What follows belongs to an exercise in optimizing a design on an open flow for small area and a short achievable clock period; a production flow would make more cautious choices.
The RTL was checked by simulation tests, not by an equivalence proof against the original design.

==> design.v <==
`timescale 1ns / 1ps
module FP32Multi
(
    input         clk,                 
    input         input_valid,         
    input [31:0]  x1,                  
    input [31:0]  x2,                  
    output [31:0] y,                   
    output reg    out_valid            
);
wire [23:0] x1_0 = (x1[30:23] == 8'h00) ? {1'b0, x1[22:0]} : {1'b1, x1[22:0]};
wire [23:0] x2_0 = (x2[30:23] == 8'h00) ? {1'b0, x2[22:0]} : {1'b1, x2[22:0]};
wire [ 1:0] state_0;
assign state_0[1] = (x1[30:23] == 8'hff) | (x2[30:23] == 8'hff);
assign state_0[0] = (x1[30: 0] == 31'h00000000) | (x2[30: 0] == 31'h00000000);
wire signed [9:0] expo_x1_base = (x1[30:23] == 8'h00) ? 126 : 127;
wire signed [9:0] expo_x2_base = (x2[30:23] == 8'h00) ? 126 : 127;
wire signed [9:0] expo_x1 = {2'h0, x1[30:23]};
wire signed [9:0] expo_x2 = {2'h0, x2[30:23]};
reg  signed [ 9:0] expo_1;     
reg         [47:0] mant_1;     
reg                sign_1;     
reg         [ 1:0] state_1;    
reg                valid_1;    
always @(posedge clk) begin
    begin
        expo_1  <= expo_x1 + expo_x2 - expo_x1_base - expo_x2_base;
        mant_1  <= x1_0 * x2_0;
        sign_1  <= x1[31] ^ x2[31];
        state_1 <= state_0;
        valid_1 <= input_valid;  
    end
end
reg  signed [ 9:0] expo_2;     
reg         [47:0] mant_2;     
reg                sign_2;     
reg         [ 1:0] state_2;    
reg                valid_2;    
always @(posedge clk) begin
    begin
        sign_2  <= sign_1;
        state_2 <= state_1;
        valid_2 <= valid_1;  
        if (mant_1[47:36] != 12'h000) begin  
            mant_2 <= mant_1;
            expo_2 <= expo_1;
        end else if (mant_1[35:24] != 12'h000) begin  
            mant_2 <= mant_1 << 12;
            expo_2 <= expo_1 - 12;
        end else if (mant_1[23:12] != 12'h000) begin  
            mant_2 <= mant_1 << 24;
            expo_2 <= expo_1 - 24;
        end else begin  
            mant_2 <= mant_1 << 36;
            expo_2 <= expo_1 - 36;
        end
    end
end
reg  signed [ 9:0] expo_3;     
reg         [47:0] mant_3;     
reg                sign_3;     
reg         [ 1:0] state_3;    
reg                valid_3;    
always @(posedge clk) begin
    begin
        sign_3  <= sign_2;
        state_3 <= state_2;
        valid_3 <= valid_2;  
        if (mant_2[47]) begin
            mant_3 <= mant_2 << 0;
            expo_3 <= expo_2 + 1;
        end else if (mant_2[46]) begin
            mant_3 <= mant_2 << 1;
            expo_3 <= expo_2 + 0;
        end else if (mant_2[45]) begin
            mant_3 <= mant_2 << 2;
            expo_3 <= expo_2 - 1;
        end else if (mant_2[44]) begin
            mant_3 <= mant_2 << 3;
            expo_3 <= expo_2 - 2;
        end else if (mant_2[43]) begin
            mant_3 <= mant_2 << 4;
            expo_3 <= expo_2 - 3;
        end else if (mant_2[42]) begin
            mant_3 <= mant_2 << 5;
            expo_3 <= expo_2 - 4;
        end else if (mant_2[41]) begin
            mant_3 <= mant_2 << 6;
            expo_3 <= expo_2 - 5;
        end else if (mant_2[40]) begin
            mant_3 <= mant_2 << 7;
            expo_3 <= expo_2 - 6;
        end else if (mant_2[39]) begin
            mant_3 <= mant_2 << 8;
            expo_3 <= expo_2 - 7;
        end else if (mant_2[38]) begin
            mant_3 <= mant_2 << 9;
            expo_3 <= expo_2 - 8;
        end else if (mant_2[37]) begin
            mant_3 <= mant_2 << 10;
            expo_3 <= expo_2 - 9;
        end else if (mant_2[36]) begin
            mant_3 <= mant_2 << 11;
            expo_3 <= expo_2 - 10;
        end else begin  
            mant_3 <= 48'h0;
            expo_3 <= 9'h0;
        end
    end
end
reg  signed [ 9:0] expo_4;     
reg         [47:0] mant_4;     
reg                sign_4;     
assign y[31]    = sign_4;                      
assign y[30:23] = expo_4[7:0];                 
assign y[22:0]  = mant_4[46:24];               
always @(posedge clk) begin
    begin
        if (state_3[1]) begin  
            expo_4 <= 9'h0ff;    
            mant_4 <= 48'h0;     
            sign_4 <= sign_3;
        end else if (state_3[0] || (valid_3 && mant_3 == 48'h0)) begin  
            expo_4 <= 9'h000;    
            mant_4 <= 48'h0;     
            sign_4 <= sign_3;
        end else if (expo_3 > 127) begin  
            expo_4 <= 9'h0ff;    
            mant_4 <= 48'h0;
            sign_4 <= sign_3;
        end else if (expo_3 < -126) begin  
            expo_4 <= 9'h000;    
            mant_4 <= mant_3 >> (-126 - expo_3);  
            sign_4 <= sign_3;
        end else begin  
            expo_4 <= expo_3 + 127;   
            mant_4 <= mant_3;         
            sign_4 <= sign_3;
        end
        out_valid <= valid_3;
    end
end
endmodule
==> run.sh <==
#!/bin/bash
# synth_recipe.tcl (not shown) runs the flow's synth.tcl, then flattens the netlist and writes it again
# the make line also repeats each setting of config.mk as NAME=value (left out here)
make -C /OpenROAD-flow-scripts/flow DESIGN_CONFIG=/design/flow/config.mk WORK_HOME=/design/flow/orfs CLKGATE_MAP_FILE= SYNTH_SCRIPT=/design/flow/synth_recipe.tcl finish
==> config.mk <==
export PLATFORM = sky130hd
export DESIGN_NAME = FP32Multi
export DESIGN_NICKNAME = FP32Multi
export VERILOG_FILES = /design/flow/design.v
export SDC_FILE = /design/flow/constraint.sdc
export NUM_CORES = 4
export LEC_CHECK = 0
export CAP_MARGIN = 20
export CORE_MARGIN = 2
export CORE_UTILIZATION = 40
export SLEW_MARGIN = 20
==> constraint.sdc <==
create_clock -name core_clock -period 8.5 [get_ports {clk}]
set_input_delay 1.7000 -clock core_clock [delete_from_list [all_inputs] [get_ports {clk}]]
set_output_delay 1.7000 -clock core_clock [all_outputs]
set_load 0.01 [all_outputs]
==> out/metrics.yaml <==
drtIter0Drc: 2269
fin_nets: 4806
status: "no timing/DRC/antenna violations"
grt_usage_pct: 22.6
grt_pass1_vias: 28200
path_buf_inv: 8
crit_arrival_ns: 8.76
wl_um: 95100
clkSlewWorstSetupHoldPaths_ns: 0.07
drv_slew: 0
synthesis.nets: 4743
relSlewSlack_pct: 26.0
diodes: 0
final-hold-violation-count: 0
htree_levels: 1
synth.avg_cell_area_um2: 8.24
cp_top_family: "adder cells"
cts_tree: "yes"
layout_commonest_cell: "nand2_1"
hold_class: "flop to flop"
fin_util_pct: 45.7
rows: 104
cts_sinks: 219
via_count: 28200
critPathMaxFanout: 11
synth.yosys.seq_area_share_pct: 13.4
dieArea_um2: 84200
worstMarginPinSlew_ns: 1.11
clk_latency_ns: 0.56
antenna_left: 0
clockRootBuffer: "clkbuf_16"
netlist_area_um2: 32800
gp_congestion: 0.909
async_flop_share_pct: 0
max_stage_delay_ns: 0.57
crit_type: "primary input to flop"
die_w_um: 290
place_hpwl_um: 74500
fmax_ghz: 0.121
synthFlopType: "dfxtp_1"
skew_ns: 0.0250
ios: 99
cp_slowest_cell: "fa_1"
antenna_found_initial: 0
via_per_inst: 5.50
initial_core_util_pct: 40.5
ys_types: 84
endpoint_kind: "flop"
yosysTopAreaCellShare_pct: 29.7
synth.largest_area_cell: "fa_1"
yosys_warnings: 1
cp.required_ns: 8.99
ys_seq_elements: 219
numCtsBuffers: 24
min_period_over_period_pct: 97.2
critPathLaunchType: "primary input"
grt_overflow_total: 0
final_cell_mix: "nand2_1 (585), inv_1 (553), fa_1 (486)"
fin_crit_ns: 8.26
drc: 0
setup_viol: 0
drive_above_1_share_pct: 8.88
synth.area.top_cells: "fa_1 (30%), dfxtp_1 (13%), ha_1 (8.2%)"
chipHeight_um: 290
core_area_um2: 80800
grt_max_degree: 81
syn2layout_area_growth_pct: 12.8
grt_pass1_wl_um: 155000
first_pass_iters: 6
drv_cap: 0
synthCells: 3977
crit_path_frequent_cell: "fa_1"
synth_enable_flop_cells: 0
cts_max_path_buffers: 3
port-buffer-count: 98
post_drt_wl_per_cell_um: 18.6
-- metal layers --
layer	vias up	GRT usage (%)	part of all wire, %
li1	13100	-	-
met1	13900	31.4	44
met2	995	37.5	47
met3	168	2.31	6.4
met4	0	5.84	2.4
met5	-	0	0
-- worst paths after layout --
check | from | endpoint | slack [ns] | cells after the start
hold / removal | sign_1$_DFF_P_ | sign_2$_DFF_P_ | 0.33 | 0
hold reg to reg | sign_1$_DFF_P_ | sign_2$_DFF_P_ | 0.33 | 0
setup reg to reg | expo_2[2]$_DFF_P_ | expo_3[9]$_DFF_P_ | 4.64 | 11
setup / recovery | x2[6] | mant_1[44]$_DFF_P_ | 0.24 | 27
-- worst reg2reg max path, stage by stage (launching register included) --
cell,delay [ns]
dfxtp_1,0.76
inv_1,0.39
ha_1,0.35
nand3_1,0.10
nand2_1,0.08
a21oi_1,0.34
a32oi_1,0.14
nor3b_1,0.21
a211oi_1,0.07
a2111oi_0,0.43
a21oi_1,0.09
o41ai_1,0.69
-- synthesized netlist by cell type (all sizes together) (5+ instances only) --
cell,count
a2111oi,8
a211oi,36
a21o,31
a21oi,231
a221oi,27
a22o,18
a22oi,84
a311oi,7
a31oi,12
and2,238
and3,13
buf,30
clkbuf,283
dfxtp,219
fa,486
ha,214
inv,555
mux2,10
mux2i,33
mux4,9
nand2,585
nand2b,5
nand3,40
nand3b,5
nand4,17
nor2,160
nor2b,16
nor3,40
nor4,40
o211a,32
o211ai,92
o21a,10
o21ai,175
o21bai,26
o221ai,7
o22ai,26
o311ai,6
o31ai,7
or2,5
or3,5
xnor2,57
xor2,32
-- sequential cells by signal, indices dropped and copies added (netlist names) --
signal / count
sign_1: 1
valid_2: 1
expo_3: 10
valid_3: 1
mant_1: 48
valid_1: 1
sign_3: 1
state_1: 2
sign_2: 1
expo_4: 8
mant_3: 48
sign_4: 1
out_valid: 1
expo_2: 10
state_2: 2
state_3: 2
mant_2: 48
mant_4: 23
expo_1: 10
-- timing repair --
action,4_1_cts,5_1_grt
setup endpoints to repair,3,9
setup buffers,0,2
hold buffers,0,0
pin swaps,5,19
resized for setup,3,26
-- cell type report --
cell class	count	area, um^2
clock inverter	13	226
timing repair buffer	350	3090
clock buffer	29	639
sequential	219	4390
multi-input combinational	2886	25200
fill	7969	43900
inverter	559	2100
tap	1060	1330
-- cells by family (layout without fill, tap and decap cells) --
| kind of cell | count (synthesis) | in the layout | synth area share [%] |
|---|---|---|---|
| adders and majority gates | 700 | 700 | 37.9 |
| buffers and inverters | 872 | 951 | 10.1 |
| xor gates and xnor gates | 89 | 89 | 2.38 |
| and+or+nand+nor | 1177 | 1177 | 16.7 |
| muxes | 52 | 52 | 1.97 |
| DFF | 219 | 219 | 13.4 |
| AOI/OAI and AO/OA | 868 | 868 | 17.6 |
-- per-stage QoR --
stage	setup WS [ns]	instance area, um^2	cells	setup TNS [ns]	hold WS (ns)
2_1_floorplan	0.00311	32800	3977	0	0.310
3_3_place_gp	-0.687	35900	5072	-5.53	0.311
3_5_place_dp	-0.752	35900	5072	-6.35	0.314
4_1_cts	-0.0167	36800	5114	-0.0167	0.329
5_1_grt	-0.0294	36900	5116	-0.0486	0.332
6_report	0.236	36900	5116	0	0.328

==> afterwards: timing with drivers on the ports <==
How much do the figures lean on ideal ports? The routed layout below was timed once more, with nothing changed but the port constraints. Step 1: set_driving_cell puts a clkbuf_16 on clk and a buf_2 on each other input, an assumption about the parent block. Step 2 times the ports against the registers' clock, not the clock port: input delays grow and output delays shrink by t, the midpoint of the rising clock arrivals with the driver on. Slacks: ideal ports / drivers / drivers and shift; pairs: ideal ports / drivers.
t (ns): 0.603
slack for setup (ns): 0.236 / 0.263 / -0.341
hold slack, ns: 0.328 / 0.328 / 0.328
worst setup path after step 2: input to register
latest minus earliest clock arrival (ns): 0.025 / 0.025
Met with ideal ports but missed after step 2: setup timing in this run. The setup slack of this run moves by +0.027 ns with the drivers and by -0.577 ns with both steps.
